Background: an optimization exercise with open tools, aiming at small area, a short achievable clock period and few clock cycles. Do not read the settings as production practice.
RTL that was checked went through simulation tests only; none was proved equivalent to the original.
The RTL of runs 3 to 7 was laid out without a check of its function.
No activity file was given, so power comes from the tool's default toggle rates.

--- design/flow/design.v ---
module HW2_divider(Clk, Rst, St, Divisor, Dividend, Quotient, Remainder, Overflow, Done);
	input Clk, Rst, St;
	input [15:0] Divisor;
	input [15:0] Dividend;
	output [15:0] Quotient;
	output [15:0] Remainder;
	output Overflow;
	output reg Done;
	reg [15:0] R;      
	reg [15:0] D;      
	reg [15:0] Q;      
	reg [3:0] cnt;     
	reg ovf;
	wire z8 = ~|Divisor[15:8];
	wire [15:0] n1 = z8 ? {Divisor[7:0], 8'b0} : Divisor;
	wire z4 = ~|n1[15:12];
	wire [15:0] n2 = z4 ? {n1[11:0], 4'b0} : n1;
	wire z2 = ~|n2[15:14];
	wire [15:0] n3 = z2 ? {n2[13:0], 2'b0} : n2;
	wire z1 = ~n3[15];
	wire [15:0] n4 = z1 ? {n3[14:0], 1'b0} : n3;
	wire [16:0] diff = {1'b0, R} - {1'b0, D};
	wire ge = ~diff[16];
	assign Quotient = Q;
	assign Remainder = R;
	assign Overflow = ovf;
	always @(posedge Clk) begin
		if (Rst)
			Done <= 1'b1;
		else if (Done)
			Done <= ~St;
		else if (cnt == 4'd0 || ovf)
			Done <= 1'b1;
	end
	always @(posedge Clk) begin
		if (Done) begin
			D <= n4;
			cnt <= {z8, z4, z2, z1};
			if (St) begin
				R <= Dividend;
				Q <= 16'd0;
				ovf <= ~|Divisor;
			end
		end else begin
			if (ge) R <= diff[15:0];
			Q <= {Q[14:0], ge};
			D <= {1'b0, D[15:1]};
			cnt <= cnt - 4'd1;
		end
	end
endmodule
--- design/flow/flow/run.sh ---
#!/bin/bash
# The standard layout, with each port buffered by a small buffer instead of
# the delay cell that buffer_ports picks by default.
set -euo pipefail
bash standard.sh "BUFFER_PORTS_ARGS=-buffer_cell sky130_fd_sc_hd__buf_1" finish > standard.log 2>&1
--- design/flow/standard.sh ---
#!/bin/bash
# synth_recipe.tcl (not shown) runs the flow's synth.tcl, then flattens the netlist and writes it again
# the make line also repeats each setting of config.mk as NAME=value (left out here)
make -C /OpenROAD-flow-scripts/flow DESIGN_CONFIG=/design/flow/config.mk WORK_HOME=/design/flow/orfs CLKGATE_MAP_FILE= SYNTH_SCRIPT=/design/flow/synth_recipe.tcl "${@:-finish}"
--- design/flow/config.mk ---
export PLATFORM = sky130hd
export DESIGN_NAME = HW2_divider
export DESIGN_NICKNAME = HW2_divider
export VERILOG_FILES = /design/flow/design.v
export SDC_FILE = /design/flow/constraint.sdc
export NUM_CORES = 4
export LEC_CHECK = 0
export ABC_AREA = 1
export ABC_CLOCK_PERIOD_IN_PS = 2000
export CAP_MARGIN = 20
export CORE_MARGIN = 2
export CORE_UTILIZATION = 40
export GPL_TIMING_DRIVEN = 0
export SETUP_SLACK_MARGIN = 3.3
export SLEW_MARGIN = 20
--- design/flow/constraint.sdc ---
create_clock -name core_clock -period 6.0 [get_ports {Clk}]
set_input_delay 1.2000 -clock core_clock [delete_from_list [all_inputs] [get_ports {Clk}]]
set_output_delay 1.2000 -clock core_clock [all_outputs]
set_load 0.01 [all_outputs]
==> reports/metrics.yaml, run 1 <==
floorplan:
  dieHeight_um: 97.7
  start_util_pct: 40.8
  coreArea_sq_mm: 0.00859
  num_rows: 34
  die_w_um: 97.7
  die_area_sq_mm: 0.00954
  ios: 69
yosys:
  netlist_area_sq_mm: 0.00351
  synthAdderAreaFrac_pct: 6.63
  yosysSeqAreaShare_pct: 40.2
  synth_mux_area_share_pct: 0
  synth-xor-area-share_pct: 1.25
  synth_nets: 526
  synth-seq-cells: 54
  synth_compound_area_share_pct: 10.2
  synth_top_family_by_area: "simple AND/OR/NAND/NOR gates"
  yosysWarnings: 1
  synth_area_per_cell_sq_um: 7.42
  ys_types: 35
  syn_inst: 473
  yosys.area_share.simple_pct: 32.2
timing:
  rsz0062_at_grt: "true"
  period_needed_ns: 2.61
  hold_viol: 0
  setup_tns_ns: 0
  setup_viol: 0
  tightestPinTransition_ns: 0.626
  slew_viol_final: 0
  timing.max_slew.rel_slack_pct: 58.2
  fmax_mhz: 383
  finalCritPeriodShare_pct: 43.5
  skew_ns: 0.0163
place:
  routabilityCongestion: 0.888
  portBuffers: 68
  placed_area_sq_mm: 0.00390
  dpl.hpwl_um: 6530
worst_setup_path:
  worst-r2r-setup-slack_ns: 3.46
  rr_startpoint: "R[0]$_DFFE_PP_"
  cp_top_family: "simple AND/OR/NAND/NOR gates"
  crit_chain: "buf_1 -> nor2_2 -> nand2_2 -> nor2_8 -> nand2_1 -> nand2_2 -> nor2_4 -> nand2_2 -> buf_4 -> o21bai_1 -> nand2_1 -> nand2_1 -> nor2_2"
  criticalPathCategory: "primary input to register"
  cp_slowest_cell: "o21bai_1"
  cp.arrival_ns: 2.69
  critical_path.max_stage_delay_ns: 0.23
  required_ns: 6.08
  crit_buf_inv: 2
  critPathMaxFanout: 10
  worst_r2r_endpoint: "R[8]$_DFFE_PP_"
  start_kind: "primary input"
  cp-end-kind: "register"
  reg2reg_depth: 13
finish:
  drive_gt1_share_pct: 9.93
  fin_util_pct: 47.7
  fin_nets: 606
  synthToLayoutAreaGrowth_pct: 16.8
  diodes: 0
  final_cell_area_sq_mm: 0.00410
grt:
  grt_max_degree: 20
  track_usage_pct: 17.5
  grt_pass1_vias: 3066
  grt_pass1_wl_um: 13800
  overflow: 0
  antenna_found_initial: 0
status:
  run_status: "no timing/DRC/antenna violations"
min_path:
  whs_endpoint: "cnt[0]$_DFF_P_"
  hp-start: "cnt[0]$_DFF_P_"
  hold_path_class: "register to register"
  hold_depth: 1
power_and_ir_drop:
  ir_worst_vdd_uv: 114
  power_leakage_nw: 1.92
  powerDensity_mw_per_mm2: 272
drt:
  vias: 3199
  viasPerCell: 4.83
  drc_errors: 0
  firstDrtPassIters: 5
  routedWlPerCell_um: 12.5
  routed_wirelength_um: 8300
  drt_iter0_drc: 98
  ant_nets: 0
clocking:
  ctsHoldBuffers: 0
  cts_buffers: 5
  clk_latency_ns: 0.32
  numClockSinks: 54
  htreeDepth: 2
  max-clock-path-buffers: 2
  clkTransAtPathRegs_ns: 0.11
  cts_tree: "built"
  cts_root_buffer: "clkbuf_8"
job:
  cap_viol_max_count: 0
[kinds of logic after synthesis]
kind of cell | after synthesis
AOI/OAI and AO/OA | 61
xor gates and xnor gates | 5
and+or+nand+nor | 256
DFF | 54
adders and majority gates | 18
buffers and inverters | 79
[area by class of cell]
| cell class | instances | area (sq um) |
|---|---|---|
| clock buffer | 5 | 68.8 |
| fill | 924 | 4500 |
| tap | 108 | 135 |
| timing repair buffer | 72 | 310 |
| clock inverter | 3 | 28.8 |
| sequential | 54 | 1410 |
| inverter | 65 | 249 |
| multi-input combinational | 341 | 1810 |
| buffer | 14 | 82.6 |
[flip-flops by register name, indices dropped and copies added, names as in the netlist]
| register | flops |
|---|---|
| cnt | 4 |
| Q | 16 |
| ovf | 1 |
| Done | 1 |
| D | 16 |
| R | 16 |
[power breakdown]
group	total, mW	switching [mW]	internal [mW]
registers	0.477	0.0266	0.451
clock network	0.223	0.136	0.0869
logic	0.415	0.258	0.157
total	1.12	0.421	0.695
[synth_stat cells]
library cell | number | area share (%)
o21ai_1 | 4 | 0.57
a211oi_1 | 2 | 0.43
buf_4 | 2 | 0.43
a21o_1 | 4 | 0.86
xor2_1 | 4 | 1.0
inv_1 | 61 | 6.5
nor2_1 | 38 | 4.1
nor2_4 | 4 | 1.3
o21ai_0 | 20 | 2.9
nand2_1 | 154 | 16
or2_2 | 7 | 1.2
a21oi_1 | 19 | 2.7
o31ai_1 | 1 | 0.21
nand3b_1 | 2 | 0.43
inv_4 | 2 | 0.36
a311oi_1 | 1 | 0.25
buf_1 | 1 | 0.11
clkbuf_1 | 8 | 0.86
a31oi_1 | 2 | 0.36
a221oi_1 | 1 | 0.25
nand3_2 | 2 | 0.57
nor2_8 | 1 | 0.57
dfxtp_1 | 21 | 12
nand2_2 | 11 | 2.0
nand2_4 | 2 | 0.64
inv_2 | 2 | 0.21
xnor2_1 | 1 | 0.25
nor3_1 | 2 | 0.29
a21oi_4 | 1 | 0.46
o21bai_1 | 6 | 1.3
fa_1 | 1 | 0.57
edfxtp_1 | 33 | 28
nand3_1 | 33 | 4.7
buf_6 | 3 | 0.96
ha_1 | 17 | 6.1
[repair_timing]
action,CTS,global route
buffers inserted,2,2
pin swaps,1,2
endpoints found under the setup margin,16,19
hold endpoints to repair,0,0
resized for setup,2,4
cloned,0,1
[worst max-delay path by stage]
stage	from	to	slack [ns]	cells past startpoint
finish	Divisor[10]	ovf$_DFFE_PP_	3.39	13
global route	Divisor[10]	ovf$_DFFE_PP_	3.27	13
CTS	R[0]$_DFFE_PP_	R[11]$_DFFE_PP_	3.39	13
detailed placement	R[0]$_DFFE_PP_	R[0]$_DFFE_PP_	2.80	12
global placement	R[0]$_DFFE_PP_	R[0]$_DFFE_PP_	2.87	12
floorplan	R[0]$_DFFE_PP_	R[0]$_DFFE_PP_	3.36	12
[cells in the final DEF (no fill, tap or decap), types with 2 or more instances in the layout]
cell        n
buf_1      69
clkbuf_8    5
inv_1      61
clkbuf_1    8
buf_12      2
nand3_2     2
a211oi_1    2
buf_4       4
o21ai_0    19
nand2_1   154
nand2_2    11
o21ai_1     4
nor2_1     36
a21oi_1    19
xor2_1      4
nand3b_1    2
edfxtp_1   33
o21bai_1    5
nand3_1    33
dfxtp_1    21
nand2_4     2
buf_6       3
inv_2       2
nor2_4      5
clkinv_4    2
nor2_2      2
ha_1       17
inv_4       2
a21o_1      4
or2_2       7
nor3_1      2
[routing by layer]
layer | global-route usage, % | up-vias | wire [um]
li1 | - | 1680 | -
met1 | 22.5 | 1422 | 3890
met2 | 30.8 | 88 | 3900
met3 | 3.17 | 9 | 439
met4 | 3.63 | 0 | 73
met5 | 0 | - | 0
[through the flow]
step | setup WS, ns | total power, mW | std cells | hold slack [ns]
floorplan | 3.36 | 0.774 | 473 | 0.409
global placement | 2.87 | 0.872 | 649 | 0.456
detailed placement | 2.80 | 0.879 | 649 | 0.451
CTS | 3.39 | 1.11 | 659 | 0.473
global route | 3.27 | 1.20 | 662 | 0.498
finish | 3.39 | 1.12 | 662 | 0.470
Testbench counts, summed over its fixed seeds: cycles 83,106.
==> inputs of run 2 (changes only) <==
--- a/design/flow/config.mk
+++ b/design/flow/config.mk
@@ -9,7 +9,6 @@
 export ABC_CLOCK_PERIOD_IN_PS = 2000
-export CAP_MARGIN = 20
+export CAP_MARGIN = 0
 export CORE_MARGIN = 2
 export CORE_UTILIZATION = 40
-export GPL_TIMING_DRIVEN = 0
 export SETUP_SLACK_MARGIN = 3.3
-export SLEW_MARGIN = 20
+export SLEW_MARGIN = 0
==> reports/metrics.yaml, run 2 <==
status:
  run_status: "no timing/DRC/antenna violations"
timing:
  setup_tns_ns: 0
  hold_viol: 0
  holdWs_ns: 0.438
  slew_viol_final: 0
  period_needed_ns: 2.52
  tightestPinTransition_ns: 0.515
  setup_viol: 0
  setup_ws_ns: 3.48
  fmax_mhz: 397
  skew_ns: 0.00845
  timing.max_slew.rel_slack_pct: 65.7
  rsz0062_at_grt: "false"
  finalCritPeriodShare_pct: 42.0
finish:
  final_cell_area_sq_mm: 0.00401
  multi_input_area_sq_mm: 0.00179
  synthToLayoutAreaGrowth_pct: 14.4
  fin_cells: 647
  fin_nets: 591
  diodes: 0
  fill_cells: 897
  drive_gt1_share_pct: 8.72
  final_common_cell: "nand2_1"
  fin_util_pct: 46.7
  layout_common_cells: "nand2_1, buf_1, inv_1, nor2_1"
  layout.area.seq_sq_mm: 0.00142
  largestRegisters: "D: 16 flops, Q: 16 flops, R: 16 flops"
place:
  routabilityCongestion: 0.848
  dpl.hpwl_um: 6000
  portBuffers: 68
  pre_cts_slack_ns: 2.97
  dp_cells: 636
  placed_area_sq_mm: 0.00383
worst_setup_path:
  path_depth: 13
  required_ns: 6.25
  worst_r2r_endpoint: "R[12]$_DFFE_PP_"
  cp.arrival_ns: 2.77
  critical_path.max_stage_delay_ns: 0.20
  reg2reg_depth: 13
  cp-startpoint: "Divisor[13]"
  worst-r2r-setup-slack_ns: 3.53
  crit_buf_inv: 3
  crit_chain: "buf_1 -> nor2_1 -> nand2_2 -> nor2_8 -> inv_2 -> o21bai_1 -> nand3_1 -> nand2_2 -> nand2_4 -> a21oi_4 -> buf_12 -> nand2_1 -> o21ai_1"
  critical_path.most_common_cell: "nand2_2"
  criticalPathCategory: "primary input to register"
  start_kind: "primary input"
  rr_startpoint: "R[0]$_DFFE_PP_"
  cp-end-kind: "register"
  cp_top_family: "simple AND/OR/NAND/NOR gates"
  critPathMaxFanout: 14
  cp_slowest_cell: "o21bai_1"
  crit_path_end: "D[0]$_DFF_P_"
grt:
  grt_pass1_wl_um: 13200
  antenna_found_initial: 0
  grt_pass1_vias: 2979
  track_usage_pct: 16.5
  grt_max_degree: 50
  overflow: 0
clocking:
  cts_buffers: 5
  htreeDepth: 2
  ctsHoldBuffers: 0
  clk_latency_ns: 0.32
  cts_tree: "built"
  clkTransAtPathRegs_ns: 0.10
  cts_root_buffer: "clkbuf_8"
  numClockSinks: 54
  max-clock-path-buffers: 2
yosys:
  syn_inst: 473
  synth_common_cells: "nand2_1, inv_1, nor2_1"
  synth-seq-cells: 54
  yosysTopAreaCellShare_pct: 28.2
  yosysSeqAreaShare_pct: 40.2
  ys_types: 35
  synth_area_per_cell_sq_um: 7.42
  synth_area_leader_cell: "edfxtp_1"
  synthFlopType: "edfxtp_1"
  synth_nets: 526
  netlist_area_sq_mm: 0.00351
  yosysWarnings: 1
  synth-edff-count: 33
  synth_area_leaders: "edfxtp_1, nand2_1, dfxtp_1, inv_1, ha_1"
  synth_most_common_cell: "nand2_1"
  async_flop_share_pct: 0
power_and_ir_drop:
  ir_worst_vdd_uv: 135
  power_leakage_nw: 1.90
  power_mw: 1.10
  powerDensity_mw_per_mm2: 274
drt:
  firstDrtPassIters: 4
  routedWlPerCell_um: 11.9
  viasPerCell: 4.72
  vias: 3052
  drc_errors: 0
  ant_nets: 0
  drt_iter0_drc: 94
  routed_wirelength_um: 7700
min_path:
  hold_path_class: "register to register"
  hp-start: "cnt[0]$_DFF_P_"
floorplan:
  die_area_sq_mm: 0.00954
  ios: 69
  num_rows: 34
  coreArea_sq_mm: 0.00859
  die_w_um: 97.7
  start_util_pct: 40.8
  dieHeight_um: 97.7
job:
  cap_viol_max_count: 0
==> run 2: worst min-delay path by stage <==
stage,cells after the start,to,slack (ns)
6_report,1,cnt[0]$_DFF_P_,0.44
2_1_floorplan,1,cnt[0]$_DFF_P_,0.41
3_3_place_gp,1,cnt[0]$_DFF_P_,0.43
5_1_grt,1,cnt[0]$_DFF_P_,0.48
3_5_place_dp,1,cnt[0]$_DFF_P_,0.43
4_1_cts,1,cnt[0]$_DFF_P_,0.45
==> run 2: cells by family after synthesis <==
kind of cell    synth area share, %
compound gates                 10.2
xor+xnor                       1.25
fa+ha+maj                      6.63
buf+inv                        9.45
flops                          40.2
simple gates                   32.2
==> run 2: per-layer routing <==
metal  global-route usage [%]  wire length, um  vias up  share of wire (%)
met5                        0                0        -                  0
met4                     2.88               60        0               0.78
met3                     2.88              272        7                3.5
met2                     29.0             3570       55                 46
met1                     21.6             3800     1347                 49
li1                         -                -     1643                  -
==> run 2: final cells by class <==
type / count / area share, %
flip-flops and latches: 54 / 35.3
inverters: 65 / 6.20
repair buffers: 72 / 8.04
clock buffers: 5 / 1.71
well taps: 108 / 3.37
clock inverters: 3 / 0.717
multi-input cells: 340 / 44.7
==> run 2: what timing repair did <==
action	CTS	global route
setup endpoints to repair	17	30
gates resized for setup	2	5
pin swaps	1	2
buffers inserted	2	1
==> run 2: worst reg2reg max path, cell delays in order, from the launching register on <==
cell,delay (ns)
edfxtp_1,0.37
inv_1,0.05
ha_1,0.19
fa_1,0.36
inv_1,0.09
nand3_1,0.07
nand2_1,0.10
inv_1,0.08
o21bai_4,0.16
nand3_1,0.11
nand2_1,0.10
a31oi_1,0.14
o21ai_4,0.22
buf_12,0.16
==> run 2: power breakdown <==
group          switching [mW]  leakage, nW  internal (mW)
logic                   0.242         1.33          0.153
clock network           0.134       0.0506         0.0877
registers              0.0337        0.512          0.451
total                   0.410         1.90          0.691
==> inputs of run 3 (changes only) <==
--- a/design/flow/design.v
+++ b/design/flow/design.v
@@ -11,3 +11,2 @@
 	reg [15:0] Q;      
-	reg [3:0] cnt;     
 	reg ovf;
@@ -21,2 +20,13 @@
 	wire [15:0] n4 = z1 ? {n3[14:0], 1'b0} : n3;
+	wire [15:0] lead;
+	genvar k;
+	generate
+		for (k = 0; k < 16; k = k + 1) begin : g_lead
+			if (k == 15) begin : g_top
+				assign lead[k] = Divisor[k];
+			end else begin : g_low
+				assign lead[k] = Divisor[k] & ~|Divisor[15:k+1];
+			end
+		end
+	endgenerate
 	wire [16:0] diff = {1'b0, R} - {1'b0, D};
@@ -31,3 +41,3 @@
 			Done <= ~St;
-		else if (cnt == 4'd0 || ovf)
+		else if (Q[15] || ovf)
 			Done <= 1'b1;
@@ -37,6 +47,5 @@
 			D <= n4;
-			cnt <= {z8, z4, z2, z1};
 			if (St) begin
 				R <= Dividend;
-				Q <= 16'd0;
+				Q <= lead;
 				ovf <= ~|Divisor;
@@ -47,3 +56,2 @@
 			D <= {1'b0, D[15:1]};
-			cnt <= cnt - 4'd1;
 		end
--- a/design/flow/config.mk
+++ b/design/flow/config.mk
@@ -9,6 +9,6 @@
 export ABC_CLOCK_PERIOD_IN_PS = 2000
-export CAP_MARGIN = 0
+export CAP_MARGIN = 20
 export CORE_MARGIN = 2
 export CORE_UTILIZATION = 40
-export SETUP_SLACK_MARGIN = 3.3
-export SLEW_MARGIN = 0
+export SETUP_SLACK_MARGIN = 3.5
+export SLEW_MARGIN = 20
==> reports/metrics.yaml, run 3 <==
status:
  run_status: "no timing/DRC/antenna violations"
place:
  dpl.hpwl_um: 6580
  portBuffers: 68
  routabilityCongestion: 0.908
  dp_cells: 630
floorplan:
  die_w_um: 96.4
  num_rows: 33
  dieHeight_um: 96.4
  ios: 69
  die_area_sq_mm: 0.00930
  start_util_pct: 41.4
  coreArea_sq_mm: 0.00826
yosys:
  synth_common_cells: "nand2_1, inv_1, nand3_1"
  synth-seq-cells: 50
  synthAdderAreaFrac_pct: 6.44
  synthFlopType: "edfxtp_1"
  yosysSeqAreaShare_pct: 38.9
  synth-xor-area-share_pct: 0.769
  synth_area_per_cell_sq_um: 7.27
  yosys.area_share.simple_pct: 33.0
  yosysWarnings: 1
  synth-edff-count: 33
  synth_mux_area_share_pct: 0
  synth_compound_area_share_pct: 13.2
  synth_most_common_cell: "nand2_1"
  async_flop_share_pct: 0
  synth_area_leaders: "edfxtp_1, nand2_1, dfxtp_1, ha_1, nand3_1"
  synth_area_leader_cell: "edfxtp_1"
  syn_inst: 470
  yosysTopAreaCellShare_pct: 29.0
  ys_types: 38
  synth_nets: 522
  netlist_area_sq_mm: 0.00342
  synth_top_family_by_area: "simple AND/OR/NAND/NOR gates"
drt:
  routedWlPerCell_um: 14.3
  drc_errors: 0
  viasPerCell: 5.18
  firstDrtPassIters: 5
  routed_wirelength_um: 9470
  drt_iter0_drc: 200
  ant_nets: 0
  vias: 3438
worst_setup_path:
  cp_top_family: "simple AND/OR/NAND/NOR gates"
  crit_buf_inv: 2
  criticalPathCategory: "primary input to register"
  critPathMaxFanout: 7
  cp.arrival_ns: 2.83
  cp-startpoint: "Divisor[10]"
  cp-end-kind: "register"
  required_ns: 6.24
  crit_chain: "clkbuf_2 -> nor2_4 -> nand2_4 -> nor2_8 -> nand2_2 -> nand2_2 -> nor2_4 -> nand3_2 -> nand2_4 -> buf_6 -> nor2_4 -> nand2_2 -> nand2_2 -> nand2_1 -> nand3_1"
  rr_startpoint: "R[0]$_DFFE_PP_"
  start_kind: "primary input"
  critical_path.max_stage_delay_ns: 0.20
  cp_slowest_cell: "nor2_4"
  critical_path.most_common_cell: "nand2_2"
job:
  cap_viol_max_count: 0
timing:
  hold_viol: 0
  setup_viol: 0
  skew_ns: 0.00945
  tightestPinTransition_ns: 0.970
  finalCritPeriodShare_pct: 43.2
  timing.max_slew.rel_slack_pct: 35.3
  rsz0062_at_grt: "true"
  setup_tns_ns: 0
  period_needed_ns: 2.59
  fmax_mhz: 386
  slew_viol_final: 0
grt:
  grt_pass1_vias: 3265
  overflow: 0
  track_usage_pct: 20.8
  grt_pass1_wl_um: 15100
  grt_max_degree: 56
  antenna_found_initial: 0
clocking:
  numClockSinks: 50
  clkTransAtPathRegs_ns: 0.09
  ctsHoldBuffers: 0
  htreeDepth: 2
  max-clock-path-buffers: 2
  cts_root_buffer: "clkbuf_8"
  cts_buffers: 5
  cts_tree: "built"
  clk_latency_ns: 0.30
power_and_ir_drop:
  powerDensity_mw_per_mm2: 260
  power_leakage_nw: 2.09
  combPwrFrac_pct: 41.6
  internal_power_uw: 721
  ir_worst_vdd_uv: 113
  p_sw_uw: 448
  p_clk_share_pct: 19.3
  pwr-share-seq_pct: 39.1
  switching_share_pct: 38.3
finish:
  drive_gt1_share_pct: 24.5
  diodes: 0
  layout_common_cells: "nand2_1, buf_1, inv_1, nand2_2, edfxtp_1"
  fill_cells: 818
  largestRegisters: "D: 16 flops, Q: 16 flops, R: 16 flops"
  fin_nets: 610
  fin_cells: 664
  final_common_cell: "nand2_1"
  synthToLayoutAreaGrowth_pct: 31.3
min_path:
  hold_path_class: "register to register"
  hp-start: "D[10]$_DFF_P_"
-- run 3: area by class of cell --
| cell class | count | area (sq um) | area share, % |
|---|---|---|---|
| multi-input cells | 356 | 2190 | 48.7 |
| flip-flops and latches | 50 | 1330 | 29.7 |
| repair buffers | 93 | 526 | 11.7 |
| inverters | 52 | 208 | 4.63 |
| well taps | 105 | 131 | 2.93 |
| clock buffers | 7 | 96.3 | 2.15 |
| clock inverters | 1 | 8.76 | 0.195 |
-- run 3: through the flow --
| step | setup WS, ns | total power [mW] | hold slack [ns] | utilization (%) | instance area [sq um] |
|---|---|---|---|---|---|
| 4_1_cts | 3.45 | 1.14 | 0.488 | 51.2 | 4230 |
| 2_1_floorplan | 3.40 | 0.770 | 0.442 | - | 3470 |
| 6_report | 3.41 | 1.17 | 0.486 | 54.3 | 4490 |
| 3_5_place_dp | 2.89 | 0.879 | 0.466 | 45.7 | 3770 |
| 3_3_place_gp | 2.92 | 0.871 | 0.463 | 45.7 | 3770 |
| 5_1_grt | 3.31 | 1.26 | 0.520 | 54.3 | 4490 |
-- run 3: per-layer routing --
metal / vias up / part of all wire, % / global-route usage (%)
met5: - / 0 / 0
met4: 0 / 2.0 / 6.57
met3: 14 / 4.3 / 2.72
met2: 89 / 49 / 36.1
met1: 1606 / 44 / 26.8
li1: 1729 / - / -
-- run 3: final timing paths --
| check | depth (start not counted) | endpoint | slack, ns |
|---|---|---|---|
| max | 15 | D[8]$_DFF_P_ | 3.41 |
| min | 2 | D[9]$_DFF_P_ | 0.49 |
| max reg2reg | 10 | R[2]$_DFFE_PP_ | 3.60 |
| min reg2reg | 2 | D[9]$_DFF_P_ | 0.49 |
-- run 3: cell families after synthesis --
logic type               Yosys count
XOR/XNOR                           3
AO/OA/AOI/OAI                     73
AND/OR/NAND/NOR                  261
buffers and inverters             66
adder cells (fa/ha/maj)           17
flip-flops                        50
-- run 3: what timing repair did --
| action | in CTS | in global routing |
|---|---|---|
| endpoints found under the setup margin | 33 | 33 |
| cloned | 3 | 0 |
| buffers inserted | 18 | 5 |
| resized for setup | 54 | 63 |
| pin swaps | 27 | 28 |
| hold endpoints to repair | 0 | 0 |
-- run 3: worst register-to-register path: stages (launching register included) --
cell and delay (ns):
edfxtp_1 0.37, inv_2 0.05, ha_4 0.16, fa_2 0.35, o21a_1 0.24, o21bai_2 0.17, nand4_1 0.16, nand2_1 0.13
nand3_2 0.07, a21o_4 0.27, nand2_8 0.13
-- run 3: power by group through the flow --
stage	Combinational [mW]	Sequential (mW)	Clock, mW
after CTS	0.455	0.458	0.232
after floorplan	0.298	0.472	0
after global routing	0.551	0.464	0.243
final	0.486	0.457	0.225
after global placement	0.408	0.462	0
after detailed placement	0.414	0.466	0
==> inputs of run 4 (changes only) <==
--- a/design/flow/config.mk
+++ b/design/flow/config.mk
@@ -12,3 +12,3 @@
 export CORE_UTILIZATION = 40
-export SETUP_SLACK_MARGIN = 3.5
+export SETUP_SLACK_MARGIN = 3.3
 export SLEW_MARGIN = 20
==> reports/metrics.yaml, run 4 <==
status:
  run_status: "no timing/DRC/antenna violations"
floorplan:
  die_area_sq_mm: 0.00930
  start_util_pct: 41.4
  coreArea_sq_mm: 0.00826
  die_w_um: 96.4
  ios: 69
  dieHeight_um: 96.4
  num_rows: 33
grt:
  grt_pass1_vias: 2958
  overflow: 0
  grt_pass1_wl_um: 13800
  antenna_found_initial: 0
  grt_max_degree: 57
  track_usage_pct: 18.9
finish:
  final_common_cell: "nand2_1"
  layout_common_cells: "nand2_1, buf_1, inv_1, nand3_1, edfxtp_1"
  drive_gt1_share_pct: 12.5
  fin_cells: 649
  diodes: 0
  fin_nets: 595
  largestRegisters: "D: 16 flops, Q: 16 flops, R: 16 flops"
  synthToLayoutAreaGrowth_pct: 20.4
clocking:
  clkTransAtPathRegs_ns: 0.10
  cts_buffers: 5
  ctsHoldBuffers: 0
  clk_latency_ns: 0.30
  cts_root_buffer: "clkbuf_8"
  numClockSinks: 50
  max-clock-path-buffers: 2
  htreeDepth: 2
  cts_tree: "built"
worst_setup_path:
  criticalPathCategory: "primary input to register"
  cp_slowest_cell: "nor2_8"
  critical_path.most_common_cell: "nand2_4"
  cp.arrival_ns: 2.88
  cp-end-kind: "register"
  required_ns: 6.25
  rr_startpoint: "R[0]$_DFFE_PP_"
  start_kind: "primary input"
  worst-r2r-setup-slack_ns: 3.52
  crit_chain: "clkbuf_2 -> nor2_4 -> nand2_4 -> nor2_8 -> nand2_2 -> nand2_2 -> nor2_4 -> nand3_2 -> nand2_4 -> inv_4 -> nand2_4 -> a21oi_4 -> clkbuf_16 -> nand2_1 -> nand3_1"
  reg2reg_depth: 10
  worst_r2r_endpoint: "R[2]$_DFFE_PP_"
  critical_path.max_stage_delay_ns: 0.22
  critPathMaxFanout: 6
min_path:
  hold_depth: 2
  hold_path_class: "register to register"
  whs_endpoint: "D[14]$_DFF_P_"
  hp-start: "D[15]$_SDFF_PN0_"
yosys:
  yosysWarnings: 1
  synth-edff-count: 33
  synth_area_leaders: "edfxtp_1, nand2_1, dfxtp_1, ha_1, nand3_1"
  ys_types: 38
  yosysTopAreaCellShare_pct: 29.0
  synth_area_leader_cell: "edfxtp_1"
  netlist_area_sq_mm: 0.00342
  yosysSeqAreaShare_pct: 38.9
  synth-seq-cells: 50
  synth_common_cells: "nand2_1, inv_1, nand3_1"
  synth_area_per_cell_sq_um: 7.27
  synth_nets: 522
  synth_most_common_cell: "nand2_1"
  syn_inst: 470
  async_flop_share_pct: 0
  synthFlopType: "edfxtp_1"
drt:
  routed_wirelength_um: 8640
  drc_errors: 0
  drt_iter0_drc: 161
  firstDrtPassIters: 4
  vias: 3235
  routedWlPerCell_um: 13.3
  viasPerCell: 4.98
  ant_nets: 0
timing:
  finalCritPeriodShare_pct: 43.8
  tightestPinTransition_ns: 0.996
  slew_viol_final: 0
  period_needed_ns: 2.63
  skew_ns: 0.00591
  hold_viol: 0
  timing.max_slew.rel_slack_pct: 33.6
  fmax_mhz: 380
  rsz0062_at_grt: "false"
  holdWs_ns: 0.484
  setup_viol: 0
  setup_tns_ns: 0
power_and_ir_drop:
  powerDensity_mw_per_mm2: 275
  pwr-share-seq_pct: 40.3
  ir_worst_vdd_uv: 101
  power_leakage_nw: 1.92
  internal_power_uw: 713
  combPwrFrac_pct: 38.5
  p_sw_uw: 419
  p_clk_share_pct: 21.3
  switching_share_pct: 37.0
job:
  cap_viol_max_count: 0
place:
  portBuffers: 68
  routabilityCongestion: 0.924
  dpl.hpwl_um: 6360
  dp_cells: 630
==> run 4: cell count changes in the layout (fill, tap and decap cells not counted), moves of 4 or more <==
cell / previous run / this run
nand2_2: 34 / 10
nand2_1: 128 / 158
nand3_1: 25 / 36
buf_1: 61 / 65
nand2_4: 14 / 9
nor2_1: 22 / 26
buf_4: 20 / 8
nand3_2: 12 / 1
buf_6: 5 / 1
==> run 4: repair_timing <==
action | CTS | global route
endpoints found under the setup margin | 31 | 33
gates cloned | 1 | 1
setup buffers | 1 | 8
gates resized for setup | 7 | 35
pin swaps | 1 | 7
==> run 4: worst max-delay path by stage <==
stage                     start       endpoint  cells past startpoint
finish              Divisor[14]   D[9]$_DFF_P_                     15
global route        Divisor[14]  D[10]$_DFF_P_                     15
CTS                 Divisor[11]   D[8]$_DFF_P_                     14
detailed placement  Divisor[11]   D[9]$_DFF_P_                     14
global placement    Divisor[11]   D[9]$_DFF_P_                     15
floorplan           Divisor[11]  D[10]$_DFF_P_                     14
==> run 4: kinds of logic after synthesis <==
family / share of synthesized area [%]
AOI/OAI and AO/OA: 13.2
xor gates and xnor gates: 0.769
adders and majority gates: 6.44
buffers and inverters: 7.69
DFF: 38.9
and+or+nand+nor: 33.0
==> run 4: stage by stage <==
step | setup slack [ns] | utilization (%) | power [mW] | cell area (sq um)
after floorplan | 3.31 | - | 0.767 | 3430
after global placement | 2.95 | 45.4 | 0.872 | 3750
after detailed placement | 2.91 | 45.4 | 0.875 | 3750
after CTS | 3.28 | 47.4 | 1.12 | 3910
after global routing | 3.27 | 49.8 | 1.22 | 4110
final | 3.37 | 49.8 | 1.13 | 4110
==> run 4: area by class of cell <==
class	count	area, sq um
multi-input cells	355	1960
repair buffers	79	375
well taps	105	131
inverters	52	210
clock buffers	5	68.8
fillers	845	4140
clock inverters	3	40.0
flip-flops and latches	50	1330
==> run 4: power by group through the flow <==
stage / clock network (mW) / logic [mW] / registers (mW)
detailed placement: 0 / 0.410 / 0.465
global route: 0.265 / 0.496 / 0.463
global placement: 0 / 0.409 / 0.463
CTS: 0.247 / 0.420 / 0.457
finish: 0.241 / 0.435 / 0.456
floorplan: 0 / 0.295 / 0.472
==> run 4: layer usage <==
metal | vias to the layer above | wire [um] | global-route usage, %
li1 | 1696 | - | -
met4 | 0 | 97 | 4.58
met5 | - | 0 | 0
met3 | 11 | 423 | 2.72
met2 | 67 | 4080 | 30.6
met1 | 1461 | 4040 | 26.6
==> run 4: worst max-delay path, delay by kind of cell <==
kind	cells	cell delay (ns)
buf+inv	3	0.40
compound gates	1	0.22
simple gates	11	1.05
==> inputs of run 5 (changes only) <==
--- a/design/flow/design.v
+++ b/design/flow/design.v
@@ -31,4 +31,8 @@
 	endgenerate
-	wire [16:0] diff = {1'b0, R} - {1'b0, D};
-	wire ge = ~diff[16];
+	wire [16:0] d1 = {1'b0, R} - {1'b0, D};          
+	wire [16:0] dh = {1'b0, R} - {2'b0, D[15:1]};    
+	wire c1 = ~d1[16];
+	wire c2 = ~dh[16];
+	wire last = Q[15];           
+	wire two = ~c1 & ~last;      
 	assign Quotient = Q;
@@ -41,3 +45,3 @@
 			Done <= ~St;
-		else if (Q[15] || ovf)
+		else if (ovf || (two ? Q[14] : Q[15]))
 			Done <= 1'b1;
@@ -53,5 +57,13 @@
 		end else begin
-			if (ge) R <= diff[15:0];
-			Q <= {Q[14:0], ge};
-			D <= {1'b0, D[15:1]};
+			if (c1)
+				R <= d1[15:0];
+			else if (two && c2)
+				R <= dh[15:0];
+			if (two) begin
+				Q <= {Q[13:0], 1'b0, c2};
+				D <= {2'b0, D[15:2]};
+			end else begin
+				Q <= {Q[14:0], c1};
+				D <= {1'b0, D[15:1]};
+			end
 		end
==> reports/metrics.yaml, run 5 <==
yosys:
  synth_area_per_cell_sq_um: 6.90
  synth_nets: 767
  syn_inst: 699
  synth-edff-count: 33
  synth_common_cells: "nand2_1, inv_1, nand3_1"
  yosysWarnings: 1
  async_flop_share_pct: 0
  netlist_area_sq_mm: 0.00482
  yosysTopAreaCellShare_pct: 20.5
  synth_most_common_cell: "nand2_1"
  yosysSeqAreaShare_pct: 27.6
  synth-seq-cells: 50
  synth_area_leaders: "edfxtp_1, nand2_1, nand3_1, ha_1, dfxtp_1"
  synth_area_leader_cell: "edfxtp_1"
  synthFlopType: "edfxtp_1"
  ys_types: 41
timing:
  fmax_mhz: 369
  period_needed_ns: 2.71
  slew_viol_final: 0
  finalCritPeriodShare_pct: 45.2
  setup_viol: 0
  hold_viol: 0
  skew_ns: 0.00543
  tightestPinTransition_ns: 0.688
  rsz0062_at_grt: "true"
  timing.max_slew.rel_slack_pct: 54.1
  setup_tns_ns: 0
grt:
  grt_max_degree: 53
  grt_pass1_wl_um: 23500
  gr-usage-met3_pct: 2.92
  use_met1_pct: 30.0
  use_met2_pct: 38.9
  overflow: 0
  track_usage_pct: 22.8
  antenna_found_initial: 0
  grt_pass1_vias: 4740
  busiest_layer: "met2"
clocking:
  numClockSinks: 50
  ctsHoldBuffers: 0
  max-clock-path-buffers: 2
  cts_root_buffer: "clkbuf_16"
  cts_buffers: 5
  cts_tree: "built"
  htreeDepth: 2
  clkTransAtPathRegs_ns: 0.07
  clk_latency_ns: 0.29
worst_setup_path:
  start_kind: "primary input"
  required_ns: 6.18
  critPathMaxFanout: 6
  criticalPathCategory: "primary input to register"
  cp-end-kind: "register"
  cp.arrival_ns: 2.89
drt:
  drt_iter0_drc: 329
  routedWlPerCell_um: 16.2
  ant_nets: 0
  vias: 5191
  firstDrtPassIters: 5
  routed_wirelength_um: 15400
  viasPerCell: 5.48
  drc_errors: 0
place:
  dpl.hpwl_um: 10900
  routabilityCongestion: 0.898
  placed_area_sq_mm: 0.00511
  portBuffers: 68
floorplan:
  die_w_um: 114
  start_util_pct: 40.5
  die_area_sq_mm: 0.0130
  dieHeight_um: 114
  coreArea_sq_mm: 0.0119
  num_rows: 40
  ios: 69
power_and_ir_drop:
  ir_worst_vdd_uv: 159
  powerDensity_mw_per_mm2: 430
  power_leakage_nw: 2.89
finish:
  diodes: 0
  fin_nets: 867
  final_common_cell: "nand2_1"
  layout_common_cells: "nand2_1, inv_1, nand3_1, buf_1, nor2_1"
  drive_gt1_share_pct: 19.4
  final_cell_area_sq_mm: 0.00615
  largestRegisters: "D: 16 flops, Q: 16 flops, R: 16 flops"
  synthToLayoutAreaGrowth_pct: 27.4
job:
  cap_viol_max_count: 0
status:
  run_status: "no timing/DRC/antenna violations"
min_path:
  hold_path_class: "register to register"
run 5: cell count changes after synthesis, moves of 11 or more:
cell and change:
nand3_1 +44, inv_1 +35, o211ai_1 +24, a21oi_1 +21
nor2_1 +17, ha_1 +15, o21ai_0 +15, nand2_1 +11
xor2_1 +11
run 5: kinds of logic after synthesis:
kind of cell,share of synthesized area (%)
AND/OR/NAND/NOR,32.8
AO/OA/AOI/OAI,17.4
adder cells (fa/ha/maj),8.87
XOR/XNOR,2.72
buffers and inverters,10.6
flip-flops,27.6
run 5: final timing paths:
check	start	endpoint	slack, ns	cells past startpoint
worst min register to register	D[15]$_SDFF_PN0_	D[14]$_DFF_P_	0.49	2
worst max-delay path	Divisor[15]	D[0]$_DFF_P_	3.29	15
worst min-delay path	D[15]$_SDFF_PN0_	D[14]$_DFF_P_	0.49	2
worst max register to register	R[0]$_DFFE_PP_	Q[11]$_DFFE_PP_	3.33	15
run 5: layout make-up:
type                    count  area, sq um
clock buffers               5          125
clock inverters             3         16.3
fillers                  1158         5770
inverters                  87          344
multi-input cells         536         3330
flip-flops and latches     50         1340
well taps                 147          184
repair buffers            119          812
run 5: per-layer routing:
layer	wire, um	vias to the layer above
met5	0	-
met3	857	25
met2	7480	175
met1	6670	2433
li1	-	2558
met4	356	0
run 5: stage by stage:
step                      worst slack [ns]  total power [mW]  hold slack (ns)  utilization, %  std cells
after detailed placement              2.42              1.96            0.490            42.9        889
after global placement                2.52              1.94            0.496            42.9        889
after CTS                             3.30              2.43            0.499            47.3        922
final                                 3.29              2.64            0.494            51.6        947
after floorplan                       3.32              1.63            0.461               -        699
after global routing                  3.19              2.86            0.518            51.6        947
run 5: worst max-delay path, stage by stage:
cell       delay (ns)
buf_6            0.10
nor2_4           0.15
nand2_4          0.08
nor2_4           0.15
buf_6            0.15
nand2_2          0.05
nand2_2          0.09
nor2_4           0.06
nand3_2          0.09
nand2_4          0.09
nor2_4           0.22
clkbuf_16        0.19
nor2_1           0.04
a21oi_1          0.16
a21oi_2          0.04
run 5: what timing repair did:
action,in CTS,in global routing
endpoints found under the setup margin,64,80
pin swaps,10,34
cloned,3,1
gates resized for setup,28,67
buffers inserted,22,24
run 5: where the power goes:
group | total, mW | internal [mW] | leakage (nW) | switching, mW
combinational | 1.78 | 0.731 | 2.35 | 1.05
sequential | 0.569 | 0.480 | 0.481 | 0.0889
clock | 0.288 | 0.153 | 0.0672 | 0.135
total | 2.64 | 1.36 | 2.89 | 1.28
==> inputs of run 6 (changes only) <==
==> design/flow/design.v (replaced) <==
module HW2_divider(Clk, Rst, St, Divisor, Dividend, Quotient, Remainder, Overflow, Done);
	input Clk, Rst, St;
	input [15:0] Divisor;
	input [15:0] Dividend;
	output [15:0] Quotient;
	output [15:0] Remainder;
	output Overflow;
	output reg Done;
	reg [15:0] R;      
	reg [15:0] D;      
	reg [15:0] Q;      
	reg [3:0] cnt;     
	reg ovf;
	wire [15:0] lead;
	genvar k;
	generate
		for (k = 0; k < 16; k = k + 1) begin : g_lead
			if (k == 0) begin : g0
				assign lead[k] = Divisor[15];
			end else begin : gk
				assign lead[k] = Divisor[15-k] & ~|Divisor[15:16-k];
			end
		end
	endgenerate
	reg [15:0] n4;
	reg [3:0] lz;
	integer i, j;
	always @(*) begin
		n4 = 16'd0;
		lz = 4'd0;
		for (i = 0; i < 16; i = i + 1) begin
			for (j = 0; j < 16; j = j + 1)
				if (j >= i) n4[j] = n4[j] | (lead[i] & Divisor[j-i]);
			if (lead[i]) lz = lz | i[3:0];
		end
	end
	wire z8 = lz[3], z4 = lz[2], z2 = lz[1], z1 = lz[0];
	wire [16:0] diff = {1'b0, R} - {1'b0, D};
	wire ge = ~diff[16];
	assign Quotient = Q;
	assign Remainder = R;
	assign Overflow = ovf;
	always @(posedge Clk) begin
		if (Rst)
			Done <= 1'b1;
		else if (Done)
			Done <= ~St;
		else if (cnt == 4'd0 || ovf)
			Done <= 1'b1;
	end
	always @(posedge Clk) begin
		if (Done) begin
			D <= n4;
			cnt <= {z8, z4, z2, z1};
			if (St) begin
				R <= Dividend;
				Q <= 16'd0;
				ovf <= ~|Divisor;
			end
		end else begin
			if (ge) R <= diff[15:0];
			Q <= {Q[14:0], ge};
			D <= {1'b0, D[15:1]};
			cnt <= cnt - 4'd1;
		end
	end
endmodule
--- a/design/flow/config.mk
+++ b/design/flow/config.mk
@@ -12,3 +12,3 @@
 export CORE_UTILIZATION = 40
-export SETUP_SLACK_MARGIN = 3.3
+export SETUP_SLACK_MARGIN = 3.5
 export SLEW_MARGIN = 20
==> reports/metrics.yaml, run 6 <==
clocking:
  numClockSinks: 54
  cts_root_buffer: "clkbuf_8"
  cts_buffers: 5
  clk_latency_ns: 0.32
  ctsHoldBuffers: 0
  cts_tree: "built"
  htreeDepth: 2
  clkTransAtPathRegs_ns: 0.10
  max-clock-path-buffers: 2
grt:
  antenna_found_initial: 0
  grt_max_degree: 67
  grt_pass1_wl_um: 18800
  grt_pass1_vias: 3898
  overflow: 0
  track_usage_pct: 20.7
drt:
  vias: 4248
  drt_iter0_drc: 226
  firstDrtPassIters: 4
  ant_nets: 0
  routedWlPerCell_um: 14.6
  drc_errors: 0
  routed_wirelength_um: 11700
  viasPerCell: 5.30
min_path:
  hold_path_class: "register to register"
  hp-start: "D[8]$_DFF_P_"
  whs_endpoint: "D[7]$_DFF_P_"
  hold_depth: 2
floorplan:
  ios: 69
  die_w_um: 106
  dieHeight_um: 106
  die_area_sq_mm: 0.0112
  start_util_pct: 40.7
  coreArea_sq_mm: 0.0102
  num_rows: 37
yosys:
  synth_area_per_cell_sq_um: 6.88
  synth_area_leader_cell: "edfxtp_1"
  netlist_area_sq_mm: 0.00414
  synth-edff-count: 33
  ys_types: 42
  async_flop_share_pct: 0
  syn_inst: 602
  yosysSeqAreaShare_pct: 34.1
  yosysTopAreaCellShare_pct: 23.9
  synth_common_cells: "nand2_1, inv_1, nor2_1"
  synth-seq-cells: 54
  yosysWarnings: 1
  synth_nets: 655
  synthFlopType: "edfxtp_1"
  synth_most_common_cell: "nand2_1"
  synth_area_leaders: "edfxtp_1, nand2_1, dfxtp_1, inv_1, nor2_1"
timing:
  fmax_mhz: 416
  tightestPinTransition_ns: 0.686
  setup_viol: 0
  skew_ns: 0.00782
  hold_viol: 0
  rsz0062_at_grt: "true"
  slew_viol_final: 0
  period_needed_ns: 2.41
  setup_tns_ns: 0
  timing.max_slew.rel_slack_pct: 54.2
  finalCritPeriodShare_pct: 40.1
worst_setup_path:
  cp-startpoint: "Divisor[8]"
  cp-end-kind: "register"
  critPathMaxFanout: 8
  cp_slowest_cell: "nand3_2"
  worst_r2r_endpoint: "R[14]$_DFFE_PP_"
  cp.arrival_ns: 2.48
  rr_startpoint: "R[0]$_DFFE_PP_"
  required_ns: 6.08
  criticalPathCategory: "primary input to register"
  crit_chain: "clkbuf_2 -> inv_1 -> nand3_2 -> nor2_2 -> nand2_1 -> nor2_2 -> inv_1 -> nand4_1 -> nor3_1"
  worst-r2r-setup-slack_ns: 3.65
  reg2reg_depth: 14
  critical_path.max_stage_delay_ns: 0.24
  start_kind: "primary input"
power_and_ir_drop:
  p_clk_share_pct: 18.7
  combPwrFrac_pct: 38.8
  power_mw: 1.11
  pwr-share-seq_pct: 42.6
  ir_worst_vdd_uv: 96.7
  internal_power_uw: 680
  p_sw_uw: 429
  switching_share_pct: 38.7
  power_leakage_nw: 2.16
  powerDensity_mw_per_mm2: 237
finish:
  drive_gt1_share_pct: 11.3
  final_common_cell: "nand2_1"
  synthToLayoutAreaGrowth_pct: 13.2
  largestRegisters: "D: 16 flops, Q: 16 flops, R: 16 flops"
  diodes: 0
  fill_cells: 1086
  fin_nets: 717
  layout_common_cells: "nand2_1, inv_1, nor2_1, buf_1, nand3_1"
place:
  dpl.hpwl_um: 8580
  routabilityCongestion: 0.931
  portBuffers: 68
status:
  run_status: "no timing/DRC/antenna violations"
job:
  cap_viol_max_count: 0
-- run 6: worst max-delay path by stage --
stage	end	slack [ns]
final	ovf$_DFFE_PP_	3.59
after global routing	R[8]$_DFFE_PP_	3.48
after CTS	D[13]$_DFF_P_	3.47
after detailed placement	D[13]$_DFF_P_	2.64
after global placement	D[13]$_DFF_P_	2.65
after floorplan	R[0]$_DFFE_PP_	3.52
-- run 6: metrics by stage --
stage	area, sq um	setup WS, ns	utilization, %	hold WS, ns	std cells
floorplan	4140	3.52	-	0.426	602
global placement	4460	2.65	43.8	0.445	784
detailed placement	4460	2.64	43.8	0.438	784
CTS	4580	3.47	45.0	0.459	793
global route	4690	3.48	46.0	0.471	801
finish	4690	3.59	46.0	0.457	801
-- run 6: layer usage --
layer,up-vias,track usage [%],share of wire (%)
met1,1912,26.8,44
met2,166,34.4,46
li1,2136,-,-
met3,34,3.09,6.2
met5,-,0,0
met4,0,8.83,3.1
-- run 6: cell families (layout without fill, tap and decap cells) --
family / count (synthesis) / in the layout / share of synthesized area (%)
AND/OR/NAND/NOR: 315 / 316 / 35.1
adder cells (fa/ha/maj): 18 / 18 / 5.62
flip-flops: 54 / 54 / 34.1
XOR/XNOR: 4 / 4 / 0.846
AO/OA/AOI/OAI: 97 / 97 / 13.4
buffers and inverters: 114 / 176 / 11.0
-- run 6: critical path: cells and delay by family --
kind                   cells  cell delay, ns
buffers and inverters      3            0.42
AND/OR/NAND/NOR            6            0.86
-- run 6: what timing repair did --
item / in CTS / in global routing
gates cloned: 1 / 1
endpoints found under the setup margin: 32 / 45
gates resized for setup: 11 / 21
pin swaps: 1 / 2
buffers inserted: 0 / 7
-- run 6: cell type report --
class	count	area (sq um)	area share, %
inverters	91	350	7.47
well taps	136	170	3.63
flip-flops and latches	54	1410	30.1
clock inverters	2	13.8	0.294
multi-input cells	435	2330	49.7
repair inverters	1	5.00	0.107
repair buffers	76	334	7.13
clock buffers	6	72.6	1.55
-- run 6: power by group through the flow --
stage	sequential [mW]	combinational [mW]	clock, mW
finish	0.473	0.430	0.207
CTS	0.473	0.413	0.217
global route	0.478	0.489	0.229
global placement	0.480	0.404	0
detailed placement	0.482	0.407	0
floorplan	0.488	0.293	0
==> inputs of run 7 (changes only) <==
--- a/design/flow/config.mk
+++ b/design/flow/config.mk
@@ -12,3 +12,3 @@
 export CORE_UTILIZATION = 40
-export SETUP_SLACK_MARGIN = 3.5
+export SETUP_SLACK_MARGIN = 3.3
 export SLEW_MARGIN = 20
==> reports/metrics.yaml, run 7 <==
timing:
  period_needed_ns: 2.60
  tightestPinTransition_ns: 0.873
  rsz0062_at_grt: "false"
  setup_tns_ns: 0
  setup_viol: 0
  fmax_mhz: 385
  hold_viol: 0
  holdWs_ns: 0.456
  skew_ns: 0.00601
  timing.max_slew.rel_slack_pct: 41.8
  slew_viol_final: 0
  finalCritPeriodShare_pct: 43.3
min_path:
  hp-start: "D[8]$_DFF_P_"
  hold_depth: 2
  hold_path_class: "register to register"
  whs_endpoint: "D[7]$_DFF_P_"
worst_setup_path:
  cp_top_family: "buffers and inverters"
  required_ns: 6.16
  path_depth: 7
  critPathMaxFanout: 10
  cp.arrival_ns: 2.76
  rr_startpoint: "R[0]$_DFFE_PP_"
  criticalPathCategory: "primary input to register"
  cp_slowest_cell: "buf_1"
  worst_r2r_endpoint: "R[0]$_DFFE_PP_"
  crit_chain: "buf_1 -> clkinvlp_4 -> nand2_1 -> nor4_1 -> o21ai_1 -> nand4_1 -> nor3_1"
  worst-r2r-setup-slack_ns: 3.51
  critical_path.max_stage_delay_ns: 0.42
  start_kind: "primary input"
  crit_buf_inv: 2
  cp-end-kind: "register"
  reg2reg_depth: 14
finish:
  largestRegisters: "D: 16 flops, Q: 16 flops, R: 16 flops"
  fill_cells: 1089
  fin_util_pct: 45.0
  final_cell_area_sq_mm: 0.00459
  layout_common_cells: "nand2_1, inv_1, nor2_1, buf_1, nand3_1"
  fin_nets: 708
  synthToLayoutAreaGrowth_pct: 10.8
  diodes: 0
  drive_gt1_share_pct: 7.16
  final_common_cell: "nand2_1"
clocking:
  clk_latency_ns: 0.32
  cts_buffers: 5
  htreeDepth: 2
  cts_tree: "built"
  numClockSinks: 54
  clkTransAtPathRegs_ns: 0.10
  cts_setup_buffers: 0
  cts_root_buffer: "clkbuf_8"
  ctsHoldBuffers: 0
  max-clock-path-buffers: 2
yosys:
  synthAdderAreaFrac_pct: 5.62
  yosysSeqAreaShare_pct: 34.1
  syn_inst: 602
  synth_area_leaders: "edfxtp_1, nand2_1, dfxtp_1, inv_1, nor2_1"
  synth_area_per_cell_sq_um: 6.88
  netlist_area_sq_mm: 0.00414
  yosysTopAreaCellShare_pct: 23.9
  synth_most_common_cell: "nand2_1"
  async_flop_share_pct: 0
  synth-edff-count: 33
  yosys.area_share.simple_pct: 35.1
  synth_mux_area_share_pct: 0
  synth_nets: 655
  synthFlopType: "edfxtp_1"
  yosysWarnings: 1
  synth_compound_area_share_pct: 13.4
  synth-seq-cells: 54
  synth_common_cells: "nand2_1, inv_1, nor2_1"
  synth_top_family_by_area: "simple AND/OR/NAND/NOR gates"
  synth_area_leader_cell: "edfxtp_1"
  ys_types: 42
  synth-xor-area-share_pct: 0.846
floorplan:
  num_rows: 37
  coreArea_sq_mm: 0.0102
  start_util_pct: 40.7
  die_w_um: 106
  die_area_sq_mm: 0.0112
  dieHeight_um: 106
  ios: 69
grt:
  antenna_found_initial: 0
  track_usage_pct: 20.4
  grt_pass1_wl_um: 18600
  grt_max_degree: 67
  grt_pass1_vias: 3880
  overflow: 0
place:
  placed_area_sq_mm: 0.00446
  dpl.hpwl_um: 8580
  portBuffers: 68
  routabilityCongestion: 0.931
drt:
  firstDrtPassIters: 5
  drt_iter0_drc: 274
  routedWlPerCell_um: 14.3
  ant_nets: 0
  drc_errors: 0
  routed_wirelength_um: 11400
  viasPerCell: 5.26
  vias: 4162
power_and_ir_drop:
  ir_worst_vdd_uv: 97.3
  power_leakage_nw: 2.10
  powerDensity_mw_per_mm2: 239
status:
  run_status: "no timing/DRC/antenna violations"
job:
  cap_viol_max_count: 0
==> run 7: cell counts after synthesis <==
Identical to the previous run, type by type.
==> run 7: cell families (layout without fill, tap and decap cells) <==
family	Yosys count	in the layout
AOI/OAI and AO/OA	97	97
xor gates and xnor gates	4	4
DFF	54	54
adders and majority gates	18	18
buffers and inverters	114	168
and+or+nand+nor	315	315
==> run 7: worst max-delay path by stage <==
stage                              start             end  slack [ns]
after floorplan           R[0]$_DFFE_PP_  R[0]$_DFFE_PP_        3.52
after global placement       Divisor[15]   D[13]$_DFF_P_        2.65
after detailed placement     Divisor[15]   D[13]$_DFF_P_        2.64
after CTS                    Divisor[15]   D[13]$_DFF_P_        3.32
after global routing      R[0]$_DFFE_PP_  R[0]$_DFFE_PP_        3.30
final                         Divisor[3]   ovf$_DFFE_PP_        3.40
==> run 7: power by group <==
part / switching (mW) / internal (mW) / total (mW)
clock network: 0.124 / 0.0835 / 0.208
registers: 0.0245 / 0.448 / 0.472
logic: 0.275 / 0.141 / 0.416
==> run 7: area by class of cell <==
class                           count  area (sq um)  area share [%]
Multi-Input combinational cell    434          2310            50.3
Clock inverter                      2          13.8           0.300
Inverter                           91           345            7.53
Clock buffer                        6          72.6            1.58
Timing Repair Buffer               69           268            5.84
Tap cell                          136           170            3.71
Sequential cell                    54          1410            30.8
==> run 7: tightest hold or removal path: cells and delay by family, from the launching register on <==
kind             cells  cell delay, ns
AND/OR/NAND/NOR      2            0.10
flip-flops           1            0.32
==> run 7: repair_timing <==
item,4_1_cts,5_1_grt
pin swaps,0,0
resized for setup,3,10
cloned,0,0
setup endpoints to repair,20,21
==> run 7: metal layers <==
metal	part of all wire, %	track usage [%]
met1	45	26.5
met2	46	33.7
met3	6.6	3.15
met4	2.5	8.55
met5	0	0
==> run 7: through the flow <==
| step | std cells | worst slack, ns | total power [mW] |
|---|---|---|---|
| after floorplan | 602 | 3.52 | 0.781 |
| after global placement | 784 | 2.65 | 0.885 |
| after detailed placement | 784 | 2.64 | 0.889 |
| after CTS | 792 | 3.32 | 1.10 |
| after global routing | 792 | 3.30 | 1.18 |
| final | 792 | 3.40 | 1.10 |
==> inputs of run 8 (changes only) <==
--- a/design/flow/design.v
+++ b/design/flow/design.v
@@ -13,26 +13,10 @@
 	reg ovf;
-	wire [15:0] lead;
-	genvar k;
-	generate
-		for (k = 0; k < 16; k = k + 1) begin : g_lead
-			if (k == 0) begin : g0
-				assign lead[k] = Divisor[15];
-			end else begin : gk
-				assign lead[k] = Divisor[15-k] & ~|Divisor[15:16-k];
-			end
-		end
-	endgenerate
-	reg [15:0] n4;
-	reg [3:0] lz;
-	integer i, j;
-	always @(*) begin
-		n4 = 16'd0;
-		lz = 4'd0;
-		for (i = 0; i < 16; i = i + 1) begin
-			for (j = 0; j < 16; j = j + 1)
-				if (j >= i) n4[j] = n4[j] | (lead[i] & Divisor[j-i]);
-			if (lead[i]) lz = lz | i[3:0];
-		end
-	end
-	wire z8 = lz[3], z4 = lz[2], z2 = lz[1], z1 = lz[0];
+	wire z8 = ~|Divisor[15:8];
+	wire [15:0] n1 = z8 ? {Divisor[7:0], 8'b0} : Divisor;
+	wire z4 = ~|n1[15:12];
+	wire [15:0] n2 = z4 ? {n1[11:0], 4'b0} : n1;
+	wire z2 = ~|n2[15:14];
+	wire [15:0] n3 = z2 ? {n2[13:0], 2'b0} : n2;
+	wire z1 = ~n3[15];
+	wire [15:0] n4 = z1 ? {n3[14:0], 1'b0} : n3;
 	wire [16:0] diff = {1'b0, R} - {1'b0, D};
==> design/flow/flow/run.sh (replaced) <==
#!/bin/bash
# The standard layout, with each port buffered by a small buffer instead of
# the delay cell that buffer_ports picks by default, and synthesis leaves
# adders to abc instead of mapping them to fa/ha cells.
set -euo pipefail
bash standard.sh "BUFFER_PORTS_ARGS=-buffer_cell sky130_fd_sc_hd__buf_1" "ADDER_MAP_FILE=" finish > standard.log 2>&1
--- a/design/flow/config.mk
+++ b/design/flow/config.mk
@@ -12,3 +12,3 @@
 export CORE_UTILIZATION = 40
-export SETUP_SLACK_MARGIN = 3.3
+export SETUP_SLACK_MARGIN = 3.0
 export SLEW_MARGIN = 20
==> reports/metrics.yaml, run 8 <==
worst_setup_path:
  cp_top_family: "flip-flops"
  start_kind: "register"
  required_ns: 4.80
  worst_r2r_endpoint: "R[0]$_DFFE_PP_"
  worst-r2r-setup-slack_ns: 3.34
  criticalPathCategory: "register to primary output"
  cp-end-kind: "primary output"
  cp_slowest_cell: "dfxtp_2"
  rr_startpoint: "R[0]$_DFFE_PP_"
  critPathMaxFanout: 23
  crit_buf_inv: 2
  reg2reg_depth: 13
  critical_path.max_stage_delay_ns: 0.62
  crit_chain: "buf_4 -> buf_1"
  cp.arrival_ns: 1.46
power_and_ir_drop:
  p_clk_share_pct: 20.2
  powerDensity_mw_per_mm2: 272
  ir_worst_vdd_uv: 134
  pwr-share-seq_pct: 44.9
  combPwrFrac_pct: 34.9
  internal_power_uw: 664
  p_sw_uw: 421
  switching_share_pct: 38.8
  power_leakage_nw: 1.92
  power_mw: 1.08
yosys:
  synthFlopType: "edfxtp_1"
  syn_inst: 534
  netlist_area_sq_mm: 0.00357
  synth-seq-cells: 54
  synth_area_per_cell_sq_um: 6.68
  synth-edff-count: 33
  async_flop_share_pct: 0
  yosysSeqAreaShare_pct: 39.6
  synth_nets: 569
  yosysWarnings: 1
  ys_types: 32
  yosysTopAreaCellShare_pct: 27.8
  synth_most_common_cell: "nand2_1"
  synth_area_leaders: "edfxtp_1, nand2_1, dfxtp_1, inv_1, nor2_1"
  synth_area_leader_cell: "edfxtp_1"
  synth_common_cells: "nand2_1, inv_1, nor2_1"
clocking:
  cts_buffers: 5
  ctsHoldBuffers: 0
  clk_latency_ns: 0.31
  htreeDepth: 2
  clkTransAtPathRegs_ns: 0.11
  cts_root_buffer: "clkbuf_8"
  max-clock-path-buffers: 2
  cts_setup_buffers: 0
  numClockSinks: 54
  cts_tree: "built"
finish:
  fin_cells: 707
  fin_nets: 633
  synthToLayoutAreaGrowth_pct: 11.8
  layout_common_cells: "nand2_1, inv_1, nor2_1, buf_1, nand3_1"
  fill_cells: 930
  diodes: 0
  final_cell_area_sq_mm: 0.00399
  largestRegisters: "D: 16 flops, Q: 16 flops, R: 16 flops"
  drive_gt1_share_pct: 6.18
  final_common_cell: "nand2_1"
  fin_util_pct: 46.0
place:
  dp_cells: 699
  portBuffers: 68
  routabilityCongestion: 0.889
  placed_area_sq_mm: 0.00389
  pre_cts_slack_ns: 3.07
  dpl.hpwl_um: 6420
min_path:
  hp-start: "cnt[0]$_DFF_P_"
  whs_endpoint: "cnt[0]$_DFF_P_"
  hold_depth: 1
  hold_path_class: "register to register"
floorplan:
  die_w_um: 98.5
  num_rows: 34
  start_util_pct: 41.1
  dieHeight_um: 98.5
  die_area_sq_mm: 0.00969
  coreArea_sq_mm: 0.00868
  ios: 69
drt:
  routed_wirelength_um: 8280
  routedWlPerCell_um: 11.7
  firstDrtPassIters: 5
  viasPerCell: 4.71
  ant_nets: 0
  drc_errors: 0
  drt_iter0_drc: 134
  vias: 3333
timing:
  skew_ns: 0.00886
  fmax_mhz: 376
  setup_ws_ns: 3.34
  period_needed_ns: 2.66
  hold_viol: 0
  rsz0062_at_grt: "false"
  setup_tns_ns: 0
  tightestPinTransition_ns: 0.790
  timing.max_slew.rel_slack_pct: 47.2
  setup_viol: 0
  holdWs_ns: 0.491
  finalCritPeriodShare_pct: 44.3
  slew_viol_final: 0
grt:
  grt_pass1_vias: 3181
  antenna_found_initial: 0
  overflow: 0
  grt_max_degree: 39
  track_usage_pct: 17.2
  grt_pass1_wl_um: 13900
status:
  run_status: "no timing/DRC/antenna violations"
job:
  cap_viol_max_count: 0
run 8: changes by cell type after synthesis, sizes merged, moves of 12 or more:
cell and change:
nand2 +50, nand4 -19, ha -17, o21ai -12
run 8: final cells by class:
| class | instances | area (sq um) | area share, % |
|---|---|---|---|
| Tap cell | 108 | 135 | 3.39 |
| Clock inverter | 3 | 28.8 | 0.721 |
| Multi-Input combinational cell | 385 | 1760 | 44.2 |
| Timing Repair Buffer | 70 | 270 | 6.77 |
| Clock buffer | 5 | 68.8 | 1.72 |
| Inverter | 82 | 313 | 7.84 |
| Sequential cell | 54 | 1410 | 35.4 |
run 8: worst register-to-register path: stages, from the launching register on:
cell	delay, ns
edfxtp_1	0.43
or2_2	0.34
nand2_1	0.09
nand2_1	0.11
nand2_1	0.08
nand2_1	0.10
nand3_1	0.10
nand2_1	0.10
nand2_1	0.10
nand2_1	0.07
nand2_1	0.07
nand3_1	0.08
nand2_1	0.10
nand2_1	0.47
run 8: layer usage:
metal | GRT usage, % | share of wire [%]
met5 | 0 | 0
met4 | 5.48 | 1.1
met3 | 2.55 | 3.8
met2 | 29.1 | 46
met1 | 22.8 | 49
run 8: power groups by stage:
stage | Clock [mW] | Sequential, mW | Combinational (mW)
final | 0.219 | 0.487 | 0.379
after global routing | 0.237 | 0.495 | 0.439
after CTS | 0.225 | 0.488 | 0.381
after detailed placement | 0 | 0.496 | 0.379
after global placement | 0 | 0.494 | 0.377
after floorplan | 0 | 0.497 | 0.281
run 8: worst max-delay path by stage:
stage | startpoint | end | slack (ns) | cells after the start
after floorplan | Divisor[15] | D[9]$_DFF_P_ | 3.44 | 15
after global placement | Divisor[15] | D[11]$_DFF_P_ | 3.18 | 14
after detailed placement | Divisor[15] | D[11]$_DFF_P_ | 3.07 | 14
after CTS | Done$_SDFF_PP1_ | Done | 3.01 | 2
after global routing | R[9]$_DFFE_PP_ | R[0]$_DFFE_PP_ | 3.04 | 13
final | Done$_SDFF_PP1_ | Done | 3.34 | 2
run 8: cell families after synthesis:
group,synth area share [%]
AO/OA/AOI/OAI,9.15
buffers and inverters,11.1
AND/OR/NAND/NOR,38.3
flip-flops,39.6
XOR/XNOR,1.96
run 8: timing repair:
item,CTS,global route
setup endpoints to repair,0,1
gates resized for setup,0,1
hold endpoints to repair,0,0
Testbench counts of run 8, summed over its fixed seeds: cycles 83,106.

afterwards: timing with drivers on the ports:
Ports are ideal in the flow. The routed layouts listed here were re-timed in OpenROAD. Step 1: set_driving_cell puts a clkbuf_16 on Clk and a buf_2 on each other input, an assumption about the parent block. Step 2 also shifts input and output timing later by t, the mid clock arrival at the registers, as if the neighbouring blocks saw the same clock. Three values: ideal ports, drivers, drivers and shift; two values: the first two.
run	t (ns)	setup WS [ns]	worst register clock-pin slew, ns
run 1	0.341	3.390 / 3.389 / 3.048	0.12 / 0.12
run 2	0.340	3.481 / 3.489 / 3.149	0.11 / 0.11
run 3	0.331	3.410 / 3.415 / 3.085	0.10 / 0.10
run 4	0.332	3.372 / 3.380 / 3.048	0.10 / 0.10
run 5	0.330	3.287 / 3.293 / 2.963	0.07 / 0.07
run 6	0.346	3.594 / 3.598 / 3.252	0.10 / 0.10
run 7	0.347	3.403 / 3.408 / 3.061	0.10 / 0.10
run 8	0.340	3.340 / 3.309 / 3.071	0.11 / 0.11
After both steps every run listed still meets setup and hold.
